Context: an optimization exercise on an open-source flow, tuned for small area, a short achievable clock period and few clock cycles per item. The choices shown serve that exercise and are no tape-out recipe.
RTL that was checked went through simulation tests only; none was proved equivalent to the original.

==> run a <==
==> flow/design.v <==
`timescale 1ns/1ps
module mult_serial #(parameter W = 40, N = W + 8) (
input  logic [W-1:0] A,
input  logic [3:0]   one, two, neg,
input  logic         top,
output logic [N-1:0] S,
output logic [N-1:0] C
);
logic [N-1:0] r [0:4];
logic [W:0]   m [0:3];
always_comb begin
    for (int i = 0; i < 4; i++) begin
        m[i] = (({1'b0, A} & {(W+1){one[i]}}) | ({A, 1'b0} & {(W+1){two[i]}})) ^ {(W+1){neg[i]}};
        r[i] = '0;
        r[i][2*i +: W+1] = m[i];
        if (i > 0) begin
            r[i][W+1+2*i] = ~neg[i];
            r[i][2*i-2]   = neg[i-1];
        end
    end
    r[0][W+1] = neg[0];
    r[0][W+2] = neg[0];
    r[0][W+3] = ~neg[0];
    r[0][W+4] = 1'b1;
    r[0][W+6] = 1'b1;
    r[4] = '0;
    r[4][N-1:8] = A & {W{top}};
    r[4][6] = neg[3];
end
function automatic logic [2*N-1:0] csa(input logic [N-1:0] x, y, z);
    logic [N-1:0] s, cy;
    s  = x ^ y ^ z;
    cy = (x & y) | (x & z) | (y & z);
    csa = {cy[N-2:0], 1'b0, s};
endfunction
logic [N-1:0] s1, c1, s3, c3;
logic [2*N-1:0] t1, t3, t4;
assign t1 = csa(r[0], r[1], r[2]);
assign {c1, s1} = t1;
assign t3 = csa(s1, c1, r[3]);
assign {c3, s3} = t3;
assign t4 = csa(s3, c3, r[4]);
assign {C, S} = t4;
endmodule
`timescale 1ns/1ps
module exponentiation #(parameter W = 32, NC = 4) (
input logic clock,
input logic reset,
input logic start,
input logic [7:0] X,
input logic [3:0] Y,
output logic end_expo,
output logic [127:0] resultado
);
logic [W-1:0]  C [0:NC-1];
logic [3:0]    one, two, neg;    
logic          top;
logic [3:0]    cnt;              
logic          busy;
logic          load, triv;
logic          s1_v;
logic [NC-1:0] s1_sel;
logic [W-1:0]  a;                
logic [W+7:0]  ps, pc, ms, mc;
logic          last1;
logic [NC-1:0] upper_zero;       
logic          s2_v, s2_last, s2_final;
logic [NC-1:0] s2_sel;
logic [7:0]    t;
logic [W+7:0]  r;
logic [8:0]    xe;
logic [NC-1:0] next_sel;         
logic          next_v;
assign load = start & ~busy;
assign triv = (Y <= 4'd1) || (X <= 8'd1);
assign xe   = {X, 1'b0};
always_comb begin
    upper_zero[NC-1] = 1'b1;
    for (int i = NC-2; i >= 0; i--)
        upper_zero[i] = upper_zero[i+1] & (C[i+1] == '0) & ~(s2_v & s2_sel[i+1]);
end
assign last1 = s1_sel[NC-1] | (|(s1_sel & upper_zero) & (a[W-1:W-8] == 8'd0));
mult_serial #(.W(W)) MULT1 (.A(a), .one(one), .two(two), .neg(neg), .top(top), .S(ms), .C(mc));
assign r = ps + pc + {{W{1'b0}}, t};
always_comb begin
    a = '0;
    for (int i = 0; i < NC; i++)
        a = a | (C[i] & {W{s1_sel[i]}});
end
always_comb begin
    next_v   = 1'b0;
    next_sel = NC'(1);
    if (s1_v && !(last1 && (cnt == 4'd1 || s1_sel[0]))) begin
        next_v   = 1'b1;
        next_sel = last1 ? NC'(1) : (s1_sel << 1);
    end else if (s2_v && s2_last && !s2_final && s2_sel[0]) begin
        next_v   = 1'b1;
    end
end
always_ff @(posedge clock or posedge reset) begin
    if (reset) begin
        busy     <= 1'b0;
        end_expo <= 1'b0;
        cnt      <= 4'd0;
        s1_v     <= 1'b0;
        s2_v     <= 1'b0;
    end else begin
        end_expo <= 1'b0;
        s2_v     <= s1_v;
        if (load) begin
            cnt <= Y - 4'd1;
            if (triv) end_expo <= 1'b1;
            else begin
                busy <= 1'b1;
                s1_v <= 1'b1;
            end
        end else begin
            s1_v <= next_v;
            if (s1_v && last1) cnt <= cnt - 4'd1;
            if (s2_v && s2_final) begin
                busy     <= 1'b0;
                end_expo <= 1'b1;
            end
        end
    end
end
always_ff @(posedge clock) begin
    if (load) begin
        for (int i = 0; i < 4; i++) begin
            one[i] <= xe[2*i+1] ^ xe[2*i];
            two[i] <= (xe[2*i+2] & ~xe[2*i+1] & ~xe[2*i]) | (~xe[2*i+2] & xe[2*i+1] & xe[2*i]);
            neg[i] <= xe[2*i+2];
        end
        top    <= X[7];
        s1_sel <= NC'(1);
        t      <= 8'd0;
    end else begin
        s1_sel <= next_sel;
        if (s2_v) t <= s2_last ? 8'd0 : r[W+7:W];
    end
    ps       <= ms;
    pc       <= mc;
    s2_sel   <= s1_sel;
    s2_last  <= last1;
    s2_final <= last1 && cnt == 4'd1;
end
always_ff @(posedge clock) begin
    for (int i = 0; i < NC; i++) begin
        if (load) begin
            C[i] <= '0;
            if (i == 0) C[i][7:0] <= (Y == 4'd0) ? 8'd1 : X;
        end else if (s2_v && s2_sel[i]) begin
            C[i] <= r[W-1:0];
        end
    end
end
always_comb begin
    resultado = '0;
    for (int i = 0; i < NC; i++)
        resultado[i*W +: W] = C[i];
end
endmodule
==> flow/flow/run.sh <==
#!/bin/bash
# The standard layout, with every port buffered by the smallest buffer
# (sky130_fd_sc_hd__buf_1) instead of the one buffer_ports picks by itself.
set -euo pipefail
bash standard.sh BUFFER_PORTS_ARGS="-buffer_cell sky130_fd_sc_hd__buf_1" finish > standard.log 2>&1
==> flow/standard.sh <==
#!/bin/bash
# synth_recipe.tcl (not shown) runs the flow's synth.tcl, then flattens the netlist and writes it again
# the make line also repeats each setting of config.mk as NAME=value (left out here)
make -C /OpenROAD-flow-scripts/flow DESIGN_CONFIG=/design/flow/config.mk WORK_HOME=/design/flow/orfs CLKGATE_MAP_FILE= SYNTH_SCRIPT=/design/flow/synth_recipe.tcl "${@:-finish}"
==> flow/config.mk <==
export PLATFORM = sky130hd
export DESIGN_NAME = exponentiation
export DESIGN_NICKNAME = exponentiation
export VERILOG_FILES = /design/flow/design.v
export SDC_FILE = /design/flow/constraint.sdc
export NUM_CORES = 4
export LEC_CHECK = 0
export CAP_MARGIN = 20
export CORE_MARGIN = 2
export CORE_UTILIZATION = 65
export SETUP_SLACK_MARGIN = 2.2
export SLEW_MARGIN = 20
==> flow/constraint.sdc <==
create_clock -name core_clock -period 5.5 [get_ports {clock}]
set_input_delay 1.1000 -clock core_clock [delete_from_list [all_inputs] [get_ports {clock}]]
set_output_delay 1.1000 -clock core_clock [all_outputs]
set_load 0.01 [all_outputs]
==> inputs of run b, as changes to run a <==
==> flow/design.v (replaced) <==
`timescale 1ns/1ps
module mult_serial #(parameter W = 40, N = W + 8) (
input  logic [W-1:0] A,
input  logic [7:0]   cin,
input  logic [3:0]   one, two, neg,
input  logic         top,
output logic [N-1:0] P
);
logic [N-1:0] r [0:5];
logic [W:0]   m [0:3];
localparam logic [N-1:0] K = -((N'(1) << (W+1)) + (N'(1) << (W+3)) + (N'(1) << (W+5)) + (N'(1) << (W+7)));
always_comb begin
    for (int i = 0; i < 4; i++) begin
        m[i] = (({1'b0, A} & {(W+1){one[i]}}) | ({A, 1'b0} & {(W+1){two[i]}})) ^ {(W+1){neg[i]}};
        r[i] = '0;
        r[i][2*i +: W+2] = {~neg[i], m[i]};
        if (i > 0) r[i][2*i-2] = neg[i-1];
    end
    r[4] = '0;
    r[4][N-1:8] = A & {W{top}};
    r[4][6] = neg[3];
    r[5] = K | N'(cin);
end
function automatic logic [2*N-1:0] csa(input logic [N-1:0] x, y, z);
    logic [N-1:0] s, cy;
    s  = x ^ y ^ z;
    cy = (x & y) | (x & z) | (y & z);
    csa = {cy[N-2:0], 1'b0, s};
endfunction
logic [N-1:0] s1, c1, s2, c2, s3, c3, s4, c4;
logic [2*N-1:0] t1, t2, t3, t4;
assign t1 = csa(r[0], r[1], r[2]);
assign t2 = csa(r[3], r[4], r[5]);
assign {c1, s1} = t1;
assign {c2, s2} = t2;
assign t3 = csa(s1, c1, s2);
assign {c3, s3} = t3;
assign t4 = csa(s3, c3, c2);
assign {c4, s4} = t4;
assign P = s4 + c4;
endmodule
`timescale 1ns/1ps
module exponentiation #(parameter W = 40, NC = 3) (
input logic clock,
input logic reset,
input logic start,
input logic [7:0] X,
input logic [3:0] Y,
output logic end_expo,
output logic [127:0] resultado
);
logic [W-1:0]  C [0:NC-1];       
logic [NC-1:0] sel;              
logic [3:0]    one, two, neg;    
logic          top;
logic [7:0]    carry;
logic [3:0]    cnt;              
logic          busy;
logic          load, triv, last;
logic [W-1:0]  a;                
logic [W-1:0]  a_next;
logic [W+7:0]  r;
logic [NC-1:0] upper_zero;       
logic [8:0]    xe;
assign load = start & ~busy;
assign triv = (Y <= 4'd1) || (X <= 8'd1);
assign xe   = {X, 1'b0};
always_comb begin
    upper_zero[NC-1] = 1'b1;
    for (int i = NC-2; i >= 0; i--)
        upper_zero[i] = upper_zero[i+1] & (C[i+1] == '0);
end
assign last = |(sel & upper_zero);
always_comb begin
    a_next = '0;
    if (last) begin
        a_next = sel[0] ? r[W-1:0] : C[0];
    end else begin
        for (int i = 0; i < NC-1; i++)
            a_next = a_next | (C[i+1] & {W{sel[i]}});
    end
end
mult_serial #(.W(W)) MULT1 (.A(a), .cin(carry), .one(one), .two(two), .neg(neg), .top(top), .P(r));
always_ff @(posedge clock or posedge reset) begin
    if (reset) begin
        busy     <= 1'b0;
        end_expo <= 1'b0;
        cnt      <= 4'd0;
        sel      <= '0;
    end else begin
        end_expo <= 1'b0;
        if (load) begin
            cnt <= Y - 4'd1;
            sel <= 1;
            if (triv) end_expo <= 1'b1;
            else      busy     <= 1'b1;
        end else if (busy) begin
            if (last) begin
                sel <= 1;
                cnt <= cnt - 4'd1;
                if (cnt == 4'd1) begin
                    busy     <= 1'b0;
                    end_expo <= 1'b1;
                end
            end else begin
                sel <= sel << 1;
            end
        end
    end
end
always_ff @(posedge clock) begin
    if (load) begin
        for (int i = 0; i < 4; i++) begin
            one[i] <= xe[2*i+1] ^ xe[2*i];
            two[i] <= (xe[2*i+2] & ~xe[2*i+1] & ~xe[2*i]) | (~xe[2*i+2] & xe[2*i+1] & xe[2*i]);
            neg[i] <= xe[2*i+2];
        end
        top   <= X[7];
        carry <= 8'd0;
        a     <= {{(W-8){1'b0}}, X};
    end else if (busy) begin
        carry <= last ? 8'd0 : r[W+7:W];
        a     <= a_next;
    end
end
always_ff @(posedge clock) begin
    for (int i = 0; i < NC; i++) begin
        if (load) begin
            C[i] <= '0;
            if (i == 0) C[i][7:0] <= (Y == 4'd0) ? 8'd1 : X;
        end else if (busy) begin
            if (sel[i]) C[i] <= r[W-1:0];
            if (i > 0 && sel[i-1] && last) C[i][7:0] <= r[W+7:W];
        end
    end
end
always_comb begin
    resultado = '0;
    for (int i = 0; i < NC; i++)
        resultado[i*W +: W] = C[i];
end
endmodule
==> flow/run.sh (new file) <==
#!/bin/bash
# synth_recipe.tcl (not shown) runs the flow's synth.tcl, then flattens the netlist and writes it again
# the make line also repeats each setting of config.mk as NAME=value (left out here)
make -C /OpenROAD-flow-scripts/flow DESIGN_CONFIG=/design/flow/config.mk WORK_HOME=/design/flow/orfs CLKGATE_MAP_FILE= SYNTH_SCRIPT=/design/flow/synth_recipe.tcl finish
--- a/flow/config.mk
+++ b/flow/config.mk
@@ -9,4 +9,4 @@
 export CORE_MARGIN = 2
-export CORE_UTILIZATION = 65
-export SETUP_SLACK_MARGIN = 2.2
+export CORE_UTILIZATION = 40
+export SETUP_SLACK_MARGIN = 1.2
 export SLEW_MARGIN = 20
removed: flow/flow/run.sh
removed: flow/standard.sh
==> inputs of run c, as changes to run a <==
--- a/flow/design.v
+++ b/flow/design.v
@@ -45,3 +45,3 @@
 `timescale 1ns/1ps
-module exponentiation #(parameter W = 32, NC = 4) (
+module exponentiation #(parameter W = 30, NC = 4) (
 input logic clock,
==> flow/run.sh (new file) <==
#!/bin/bash
# synth_recipe.tcl (not shown) runs the flow's synth.tcl, then flattens the netlist and writes it again
# the make line also repeats each setting of config.mk as NAME=value (left out here)
make -C /OpenROAD-flow-scripts/flow DESIGN_CONFIG=/design/flow/config.mk WORK_HOME=/design/flow/orfs CLKGATE_MAP_FILE= SYNTH_SCRIPT=/design/flow/synth_recipe.tcl finish
--- a/flow/config.mk
+++ b/flow/config.mk
@@ -9,4 +9,4 @@
 export CORE_MARGIN = 2
-export CORE_UTILIZATION = 65
-export SETUP_SLACK_MARGIN = 2.2
+export CORE_UTILIZATION = 40
+export SETUP_SLACK_MARGIN = 2.8
 export SLEW_MARGIN = 20
removed: flow/flow/run.sh
removed: flow/standard.sh
==> inputs of run d, as changes to run a <==
--- a/flow/design.v
+++ b/flow/design.v
@@ -45,3 +45,3 @@
 `timescale 1ns/1ps
-module exponentiation #(parameter W = 32, NC = 4) (
+module exponentiation #(parameter W = 30, NC = 4) (
 input logic clock,
--- a/flow/config.mk
+++ b/flow/config.mk
@@ -7,2 +7,3 @@
 export LEC_CHECK = 0
+export ABC_AREA = 1
 export CAP_MARGIN = 20
==> comparison <==
- In run c the wire length is higher than in run a, by 14%.
- Against run c, the utilization of run a is higher by 17 points.
- The highest critical path depth belongs to run b, the lowest to run a.
- Hold slack: run b < run d < run a < run c.
Testbench counts of run b, summed over its fixed seeds: cycles 3,498, items 384.
Testbench counts of run c, summed over its fixed seeds: cycles 5,567, items 384.
Testbench counts of run d, summed over its fixed seeds: cycles 5,567, items 384.
The RTL of run a was laid out without a check of its function.

* * *

==> inputs of job 7715 <==
Another version of the RTL of exponentiation (not shown whole).
==> flow/design.v (excerpt) <==
module exponentiation (
input logic clock,
input logic reset,
input logic start,
input logic [7:0] X,
input logic [3:0] Y,
output logic end_expo,
output logic [127:0] resultado
);
==> module mult_serial, before the edit <==
module mult_serial #(parameter NA = 112, NB = 8, N = NA+NB)(
input  logic [NA-1:0] A,
input  logic [NB-1:0] B,
output logic [N-1:0]  P
);
assign P = A * B;
endmodule
==> module exponentiation, before the edit <==
module exponentiation (
input logic clock,
input logic reset,
input logic start,
input logic [7:0] X,
input logic [3:0] Y,
output logic end_expo,
output logic [127:0] resultado
);
logic [119:0] S;
logic [7:0]   xr;
logic [3:0]   cnt;
logic         busy;
logic         load;
logic [119:0] prod;
assign load = start & ~busy;
mult_serial #(.NA(112), .NB(8)) MULT1 (.A(S[111:0]), .B(xr), .P(prod));
always_ff @(posedge clock or posedge reset) begin
    if (reset) begin
        busy     <= 1'b0;
        end_expo <= 1'b0;
        cnt      <= 4'd0;
    end else begin
        end_expo <= 1'b0;
        if (load) begin
            cnt <= Y - 4'd1;
            if (Y <= 4'd1 || X <= 8'd1) end_expo <= 1'b1;
            else                        busy     <= 1'b1;
        end else if (busy) begin
            cnt <= cnt - 4'd1;
            if (cnt == 4'd1) begin
                busy     <= 1'b0;
                end_expo <= 1'b1;
            end
        end
    end
end
always_ff @(posedge clock) begin
    if (load) begin
        xr <= X;
        S  <= (Y == 4'd0) ? 120'd1 : {112'd0, X};
    end else begin
        S  <= prod;
    end
end
assign resultado = {8'd0, S};
endmodule
clock: 5.5 ns
lec_check: 0
cap_margin: 20
core_margin: 2
core_utilization: 40
slew_margin: 20
run.sh (not shown) runs the stock make flow with config.mk's settings and CLKGATE_MAP_FILE= SYNTH_SCRIPT=/design/flow/synth_recipe.tcl, a recipe that flattens the netlist after the stock synthesis.
Stock flow here: none of the scripts above is used.
==> job 5563 (differences from job 7715) <==
==> flow/design.v (replaced) <==
`timescale 1ns/1ps
module mult_serial #(parameter W = 40, N = W + 8) (
input  logic [W-1:0] A,
input  logic [3:0]   one, two, neg,
input  logic         top,
output logic [N-1:0] S,
output logic [N-1:0] C
);
logic [N-1:0] r [0:4];
logic [W:0]   m [0:3];
always_comb begin
    for (int i = 0; i < 4; i++) begin
        m[i] = (({1'b0, A} & {(W+1){one[i]}}) | ({A, 1'b0} & {(W+1){two[i]}})) ^ {(W+1){neg[i]}};
        r[i] = '0;
        r[i][2*i +: W+1] = m[i];
        if (i > 0) begin
            r[i][W+1+2*i] = ~neg[i];
            r[i][2*i-2]   = neg[i-1];
        end
    end
    r[0][W+1] = neg[0];
    r[0][W+2] = neg[0];
    r[0][W+3] = ~neg[0];
    r[0][W+4] = 1'b1;
    r[0][W+6] = 1'b1;
    r[4] = '0;
    r[4][N-1:8] = A & {W{top}};
    r[4][6] = neg[3];
end
function automatic logic [2*N-1:0] csa(input logic [N-1:0] x, y, z);
    logic [N-1:0] s, cy;
    s  = x ^ y ^ z;
    cy = (x & y) | (x & z) | (y & z);
    csa = {cy[N-2:0], 1'b0, s};
endfunction
logic [N-1:0] s1, c1, s3, c3;
logic [2*N-1:0] t1, t3, t4;
assign t1 = csa(r[0], r[1], r[2]);
assign {c1, s1} = t1;
assign t3 = csa(s1, c1, r[3]);
assign {c3, s3} = t3;
assign t4 = csa(s3, c3, r[4]);
assign {C, S} = t4;
endmodule
`timescale 1ns/1ps
module exponentiation #(parameter W = 30, NC = 4) (
input logic clock,
input logic reset,
input logic start,
input logic [7:0] X,
input logic [3:0] Y,
output logic end_expo,
output logic [127:0] resultado
);
logic [W-1:0]  C [0:NC-1];
logic [3:0]    one, two, neg;    
logic          top;
logic [3:0]    cnt;              
logic          busy;
logic          load, triv;
logic          s1_v;
logic [NC-1:0] s1_sel;
logic [W-1:0]  a;                
logic [W+7:0]  ps, pc, ms, mc;
logic          last1;
logic [NC-1:0] upper_zero;       
logic          s2_v, s2_last, s2_final;
logic [NC-1:0] s2_sel;
logic [7:0]    t;
logic [W+7:0]  r;
logic [8:0]    xe;
logic [NC-1:0] next_sel;         
logic          next_v;
assign load = start & ~busy;
assign triv = (Y <= 4'd1) || (X <= 8'd1);
assign xe   = {X, 1'b0};
always_comb begin
    upper_zero[NC-1] = 1'b1;
    for (int i = NC-2; i >= 0; i--)
        upper_zero[i] = upper_zero[i+1] & (C[i+1] == '0) & ~(s2_v & s2_sel[i+1]);
end
assign last1 = s1_sel[NC-1] | (|(s1_sel & upper_zero) & (a[W-1:W-8] == 8'd0));
mult_serial #(.W(W)) MULT1 (.A(a), .one(one), .two(two), .neg(neg), .top(top), .S(ms), .C(mc));
assign r = ps + pc + {{W{1'b0}}, t};
always_comb begin
    a = '0;
    for (int i = 0; i < NC; i++)
        a = a | (C[i] & {W{s1_sel[i]}});
end
always_comb begin
    next_v   = 1'b0;
    next_sel = NC'(1);
    if (s1_v && !(last1 && (cnt == 4'd1 || s1_sel[0]))) begin
        next_v   = 1'b1;
        next_sel = last1 ? NC'(1) : (s1_sel << 1);
    end else if (s2_v && s2_last && !s2_final && s2_sel[0]) begin
        next_v   = 1'b1;
    end
end
always_ff @(posedge clock or posedge reset) begin
    if (reset) begin
        busy     <= 1'b0;
        end_expo <= 1'b0;
        cnt      <= 4'd0;
        s1_v     <= 1'b0;
        s2_v     <= 1'b0;
    end else begin
        end_expo <= 1'b0;
        s2_v     <= s1_v;
        if (load) begin
            cnt <= Y - 4'd1;
            if (triv) end_expo <= 1'b1;
            else begin
                busy <= 1'b1;
                s1_v <= 1'b1;
            end
        end else begin
            s1_v <= next_v;
            if (s1_v && last1) cnt <= cnt - 4'd1;
            if (s2_v && s2_final) begin
                busy     <= 1'b0;
                end_expo <= 1'b1;
            end
        end
    end
end
always_ff @(posedge clock) begin
    if (load) begin
        for (int i = 0; i < 4; i++) begin
            one[i] <= xe[2*i+1] ^ xe[2*i];
            two[i] <= (xe[2*i+2] & ~xe[2*i+1] & ~xe[2*i]) | (~xe[2*i+2] & xe[2*i+1] & xe[2*i]);
            neg[i] <= xe[2*i+2];
        end
        top    <= X[7];
        s1_sel <= NC'(1);
        t      <= 8'd0;
    end else begin
        s1_sel <= next_sel;
        if (s2_v) t <= s2_last ? 8'd0 : r[W+7:W];
    end
    ps       <= ms;
    pc       <= mc;
    s2_sel   <= s1_sel;
    s2_last  <= last1;
    s2_final <= last1 && cnt == 4'd1;
end
always_ff @(posedge clock) begin
    for (int i = 0; i < NC; i++) begin
        if (load) begin
            C[i] <= '0;
            if (i == 0) C[i][7:0] <= (Y == 4'd0) ? 8'd1 : X;
        end else if (s2_v && s2_sel[i]) begin
            C[i] <= r[W-1:0];
        end
    end
end
always_comb begin
    resultado = '0;
    for (int i = 0; i < NC; i++)
        resultado[i*W +: W] = C[i];
end
endmodule
==> flow/flow/run.sh (new file) <==
#!/bin/bash
# The standard layout, with every port buffered by the smallest buffer
# (sky130_fd_sc_hd__buf_1) instead of the one buffer_ports picks by itself.
set -euo pipefail
bash standard.sh BUFFER_PORTS_ARGS="-buffer_cell sky130_fd_sc_hd__buf_1" finish > standard.log 2>&1
==> flow/standard.sh (new file) <==
#!/bin/bash
# synth_recipe.tcl (not shown) runs the flow's synth.tcl, then flattens the netlist and writes it again
# the make line also repeats each setting of config.mk as NAME=value (left out here)
make -C /OpenROAD-flow-scripts/flow DESIGN_CONFIG=/design/flow/config.mk WORK_HOME=/design/flow/orfs CLKGATE_MAP_FILE= SYNTH_SCRIPT=/design/flow/synth_recipe.tcl "${@:-finish}"
Settings changed: CORE_UTILIZATION 40 to 65, SETUP_SLACK_MARGIN set to 2.0.
removed: flow/run.sh
==> job 2419 (differences from job 7715) <==
==> flow/design.v (replaced) <==
`timescale 1ns/1ps
module mult_serial #(parameter W = 40, N = W + 8) (
input  logic [W-1:0] A,
input  logic [3:0]   one, two, neg,
input  logic         top,
output logic [N-1:0] S,
output logic [N-1:0] C
);
logic [N-1:0] r [0:4];
logic [W:0]   m [0:3];
always_comb begin
    for (int i = 0; i < 4; i++) begin
        m[i] = (({1'b0, A} & {(W+1){one[i]}}) | ({A, 1'b0} & {(W+1){two[i]}})) ^ {(W+1){neg[i]}};
        r[i] = '0;
        r[i][2*i +: W+1] = m[i];
        if (i > 0) begin
            r[i][W+1+2*i] = ~neg[i];
            r[i][2*i-2]   = neg[i-1];
        end
    end
    r[0][W+1] = neg[0];
    r[0][W+2] = neg[0];
    r[0][W+3] = ~neg[0];
    r[0][W+4] = 1'b1;
    r[0][W+6] = 1'b1;
    r[4] = '0;
    r[4][N-1:8] = A & {W{top}};
    r[4][6] = neg[3];
end
function automatic logic [2*N-1:0] csa(input logic [N-1:0] x, y, z);
    logic [N-1:0] s, cy;
    s  = x ^ y ^ z;
    cy = (x & y) | (x & z) | (y & z);
    csa = {cy[N-2:0], 1'b0, s};
endfunction
logic [N-1:0] s1, c1, s3, c3;
logic [2*N-1:0] t1, t3, t4;
assign t1 = csa(r[0], r[1], r[2]);
assign {c1, s1} = t1;
assign t3 = csa(s1, c1, r[3]);
assign {c3, s3} = t3;
assign t4 = csa(s3, c3, r[4]);
assign {C, S} = t4;
endmodule
`timescale 1ns/1ps
module exponentiation #(parameter W = 30, NC = 4) (
input logic clock,
input logic reset,
input logic start,
input logic [7:0] X,
input logic [3:0] Y,
output logic end_expo,
output logic [127:0] resultado
);
logic [W-1:0]  C [0:NC-1];
logic [3:0]    one, two, neg;    
logic          top;
logic [3:0]    cnt;              
logic          busy;
logic          load, triv;
logic          s1_v;
logic [NC-1:0] s1_sel;
logic [W-1:0]  a;                
logic [W+7:0]  ps, pc, ms, mc;
logic          last1;
logic [NC-1:0] upper_zero;       
logic          s2_v, s2_last, s2_final;
logic [NC-1:0] s2_sel;
logic [7:0]    t;
logic [W+7:0]  r;
logic [8:0]    xe;
logic [NC-1:0] next_sel;         
logic          next_v;
assign load = start & ~busy;
assign triv = (Y <= 4'd1) || (X <= 8'd1);
assign xe   = {X, 1'b0};
always_comb begin
    upper_zero[NC-1] = 1'b1;
    for (int i = NC-2; i >= 0; i--)
        upper_zero[i] = upper_zero[i+1] & (C[i+1] == '0) & ~(s2_v & s2_sel[i+1]);
end
assign last1 = s1_sel[NC-1] | (|(s1_sel & upper_zero) & (a[W-1:W-8] == 8'd0));
mult_serial #(.W(W)) MULT1 (.A(a), .one(one), .two(two), .neg(neg), .top(top), .S(ms), .C(mc));
assign r = ps + pc + {{W{1'b0}}, t};
always_comb begin
    a = '0;
    for (int i = 0; i < NC; i++)
        a = a | (C[i] & {W{s1_sel[i]}});
end
always_comb begin
    next_v   = 1'b0;
    next_sel = NC'(1);
    if (s1_v && !(last1 && (cnt == 4'd1 || s1_sel[0]))) begin
        next_v   = 1'b1;
        next_sel = last1 ? NC'(1) : (s1_sel << 1);
    end else if (s2_v && s2_last && !s2_final && s2_sel[0]) begin
        next_v   = 1'b1;
    end
end
always_ff @(posedge clock or posedge reset) begin
    if (reset) begin
        busy     <= 1'b0;
        end_expo <= 1'b0;
        cnt      <= 4'd0;
        s1_v     <= 1'b0;
        s2_v     <= 1'b0;
    end else begin
        end_expo <= 1'b0;
        s2_v     <= s1_v;
        if (load) begin
            cnt <= Y - 4'd1;
            if (triv) end_expo <= 1'b1;
            else begin
                busy <= 1'b1;
                s1_v <= 1'b1;
            end
        end else begin
            s1_v <= next_v;
            if (s1_v && last1) cnt <= cnt - 4'd1;
            if (s2_v && s2_final) begin
                busy     <= 1'b0;
                end_expo <= 1'b1;
            end
        end
    end
end
always_ff @(posedge clock) begin
    if (load) begin
        for (int i = 0; i < 4; i++) begin
            one[i] <= xe[2*i+1] ^ xe[2*i];
            two[i] <= (xe[2*i+2] & ~xe[2*i+1] & ~xe[2*i]) | (~xe[2*i+2] & xe[2*i+1] & xe[2*i]);
            neg[i] <= xe[2*i+2];
        end
        top    <= X[7];
        s1_sel <= NC'(1);
        t      <= 8'd0;
    end else begin
        s1_sel <= next_sel;
        if (s2_v) t <= s2_last ? 8'd0 : r[W+7:W];
    end
    ps       <= ms;
    pc       <= mc;
    s2_sel   <= s1_sel;
    s2_last  <= last1;
    s2_final <= last1 && cnt == 4'd1;
end
always_ff @(posedge clock) begin
    for (int i = 0; i < NC; i++) begin
        if (load) begin
            C[i] <= '0;
            if (i == 0) C[i][7:0] <= (Y == 4'd0) ? 8'd1 : X;
        end else if (s2_v && s2_sel[i]) begin
            C[i] <= r[W-1:0];
        end
    end
end
always_comb begin
    resultado = '0;
    for (int i = 0; i < NC; i++)
        resultado[i*W +: W] = C[i];
end
endmodule
Settings changed: CORE_UTILIZATION 40 to 65, SETUP_SLACK_MARGIN set to 2.2.
==> qor summary <==
quantity	job 7715	job 5563	job 2419
Violation count after the first detailed-routing iteration	1782	1617	1709
Clock-pin slew of the registers on the worst-case setup and hold paths	0.07 ns	0.06 ns	0.06 ns
Total placed instance area	39100 um^2	15500 um^2	16300 um^2
Number of ordinary and repair buffers in the finished layout	821	157	166
Pre-antenna DRT Iters	5	6	5
Slew of the pin with the lowest slew margin	0.699 ns	0.998 ns	1.02 ns
Delay contributed by the slowest stage of the critical path	0.52 ns	0.52 ns	0.53 ns
Initial core utilization	40.3%	66.0%	66.0%
Final Util	53.1%	73.7%	78.8%
Vias per std cell	5.17	6.59	6.68
Endpoint of the worst-slack reg-to-reg timing path	S[113]	ps[23]	C[1][28]
Post-CTS Resized	279	13	52
Worst flop-to-flop path startpoint	xr[5]	s1_sel[1]	ps[7]
Most frequent standard cell in the layout excluding fill and tap cells	sky130_fd_sc_hd__and2_1	sky130_fd_sc_hd__dfxtp_1	sky130_fd_sc_hd__dfxtp_1
Layout cell share with drive strength beyond 1	23.8%	7.51%	10.3%
Global-route track usage on met3	2.96%	6.07%	5.96%
Clock buffer count	25	34	39
Post-Route Hold Slack	0.546 ns	0.452 ns	0.476 ns
Critical Path Start	xr[5]	s1_sel[1]	ps[7]
Yosys cell types	83	74	74
Outcome	finished with violations	complete, no violations	complete, no violations
Violated checks	setup timing	-	-
Count of antenna diodes in the layout	0	1	0
Post-synthesis adder-cell area fraction	46.3%	19.7%	19.7%
Testbench counts of job 7715, summed over its fixed seeds: cycles 2,496, items 384.
Testbench counts of job 5563, summed over its fixed seeds: cycles 5,567, items 384.
Testbench counts of job 2419, summed over its fixed seeds: cycles 5,567, items 384.

-- static timing again, ports no longer ideal --
Ports are ideal in the flow. The routed layouts listed here were re-timed in OpenROAD.
Step 1, drivers: a clkbuf_16 drives clock and a buf_2 each remaining input, both assumed.
Step 2 adds t to the input delays and takes it off the output delays; t is the mean of the earliest and latest rising clock arrival at the registers after step 1. Input paths then give back, and output paths get back, about the clock's delay inside the block.
Three values: no drivers, after step 1, after step 2; two values: the first two.
run	t, ns	slack for setup (ns)	hold slack, ns	worst setup path at the end
run a	0.595	2.127 / 2.127 / 2.127	0.467 / 0.448 / 0.467	register to register
run b	0.504	0.259 / 0.259 / 0.259	0.460 / 0.460 / 0.460	register to register
run c	0.602	2.238 / 2.238 / 2.238	0.467 / 0.467 / 0.467	register to register
run d	0.605	2.243 / 2.243 / 2.243	0.461 / 0.433 / 0.461	register to register
job 7715	0.532	-0.325 / -0.325 / -0.325	0.546 / 0.546 / 0.546	register to register
job 5563	0.581	2.031 / 2.031 / 1.913	0.452 / 0.432 / 0.452	input to register
job 2419	0.599	2.223 / 2.223 / 1.764	0.476 / 0.476 / 0.476	input to register
For job 2419, which loses most, drivers alone change the setup slack by 0.000 ns; drivers and shift together by -0.459 ns.
